This design comes from an exercise in tuning for small area on the open sky130 flow, not from production work.

==> 08-01 <==
==> flow/design.v (excerpt) <==
module pcie_us_axi_dma_x64 (
    input  wire          clk,
    input  wire          rst,
    input  wire [63:0]   s_axis_rc_tdata,
    input  wire [1:0]    s_axis_rc_tkeep,
    input  wire          s_axis_rc_tvalid,
    output wire          s_axis_rc_tready,
    input  wire          s_axis_rc_tlast,
    input  wire [74:0]   s_axis_rc_tuser,
    output wire [63:0]   m_axis_rq_tdata,
    output wire [1:0]    m_axis_rq_tkeep,
    output wire          m_axis_rq_tvalid,
    input  wire          m_axis_rq_tready,
    output wire          m_axis_rq_tlast,
    output wire [59:0]   m_axis_rq_tuser,
    input  wire [63:0]   s_axis_read_desc_pcie_addr,
    input  wire [31:0]   s_axis_read_desc_axi_addr,
    input  wire [15:0]   s_axis_read_desc_len,
    input  wire [7:0]    s_axis_read_desc_tag,
    input  wire          s_axis_read_desc_valid,
    output wire          s_axis_read_desc_ready,
    output wire [7:0]    m_axis_read_desc_status_tag,
    output wire          m_axis_read_desc_status_valid,
    input  wire [63:0]   s_axis_write_desc_pcie_addr,
    input  wire [31:0]   s_axis_write_desc_axi_addr,
    input  wire [15:0]   s_axis_write_desc_len,
    input  wire [7:0]    s_axis_write_desc_tag,
    input  wire          s_axis_write_desc_valid,
    output wire          s_axis_write_desc_ready,
    output wire [7:0]    m_axis_write_desc_status_tag,
    output wire          m_axis_write_desc_status_valid,
    output wire [7:0]    m_axi_awid,
    output wire [31:0]   m_axi_awaddr,
    output wire [7:0]    m_axi_awlen,
    output wire [2:0]    m_axi_awsize,
    output wire [1:0]    m_axi_awburst,
    output wire          m_axi_awlock,
    output wire [3:0]    m_axi_awcache,
    output wire [2:0]    m_axi_awprot,
    output wire          m_axi_awvalid,
    input  wire          m_axi_awready,
    output wire [63:0]   m_axi_wdata,
    output wire [7:0]    m_axi_wstrb,
    output wire          m_axi_wlast,
    output wire          m_axi_wvalid,
    input  wire          m_axi_wready,
    input  wire [7:0]    m_axi_bid,
    input  wire [1:0]    m_axi_bresp,
    input  wire          m_axi_bvalid,
    output wire          m_axi_bready,
    output wire [7:0]    m_axi_arid,
    output wire [31:0]   m_axi_araddr,
    output wire [7:0]    m_axi_arlen,
    output wire [2:0]    m_axi_arsize,
    output wire [1:0]    m_axi_arburst,
    output wire          m_axi_arlock,
    output wire [3:0]    m_axi_arcache,
    output wire [2:0]    m_axi_arprot,
    output wire          m_axi_arvalid,
    input  wire          m_axi_arready,
    input  wire [7:0]    m_axi_rid,
    input  wire [63:0]   m_axi_rdata,
    input  wire [1:0]    m_axi_rresp,
    input  wire          m_axi_rlast,
    input  wire          m_axi_rvalid,
    output wire          m_axi_rready,
    input  wire          read_enable,
    input  wire          write_enable,
    input  wire          ext_tag_enable,
    input  wire [15:0]   requester_id,
    input  wire          requester_id_enable,
    input  wire [2:0]    max_read_request_size,
    input  wire [2:0]    max_payload_size,
    output wire          status_error_cor,
    output wire          status_error_uncor
);
export LEC_CHECK = 0
export CAP_MARGIN = 20
export CORE_MARGIN = 2
export CORE_UTILIZATION = 60
export CTS_BUF_LIST = sky130_fd_sc_hd__clkbuf_4 sky130_fd_sc_hd__clkbuf_8 sky130_fd_sc_hd__clkbuf_16
export PLACE_DENSITY = 0.7
export SLEW_MARGIN = 20
create_clock -name core_clock -period 10.0 [get_ports {clk}]
run.sh (not shown) runs the stock make flow with config.mk's settings and CLKGATE_MAP_FILE= SYNTH_SCRIPT=/design/flow/synth_recipe.tcl, a recipe that flattens the netlist after the stock synthesis.
==> 06-21: changes against 08-01 <==
Settings changed: CTS_BUF_LIST sky130_fd_sc_hd__clkbuf_4 sky130_fd_sc_hd__clkbuf_8 sky130_fd_sc_hd__clkbuf_16 to sky130_fd_sc_hd__clkbuf_8.
==> notes <==
Of 06-21 and 08-01, 06-21 has the higher global-route usage (gap 0.43 points).
In synthesized cell count, 06-21 and 08-01 do not differ.
In 06-21 the via count is higher than in 08-01, by 0.91%.
Of 06-21 and 08-01, 06-21 has the higher fmax (gap 3.0%, measured against 08-01).
In area after synthesis, 06-21 and 08-01 do not differ.
Sequential share of layout area: 08-01 is lower than 06-21 (0.60 points).
No functional check of the RTL was part of any run of this note.

port drivers added, routing unchanged:
How much do the figures lean on ideal ports? The routed layouts below were timed once more, with nothing changed but the port constraints.
Step 1, drivers: a clkbuf_16 drives clk and a buf_2 each remaining input, both assumed.
Step 2 moves the port delays by t, midway between the first and last clock arrival at a register: inputs arrive t later, outputs are due t later. That takes back most of the time a late clock gives input paths.
a / b / c = ideal ports / drivers / drivers and shift; a / b = the first two.
| run | shift t [ns] | setup slack, ns | worst setup path at the end |
|---|---|---|---|
| 08-01 | 1.248 | 0.391 / 0.496 / -0.752 | input to register |
| 06-21 | 1.506 | 0.675 / 0.784 / -0.722 | input to register |
With both steps, setup timing fails in 08-01 and 06-21, where it was met with ideal ports. The setup slack of 06-21, which loses most, moves by +0.109 ns with the drivers and by -1.397 ns with both steps.
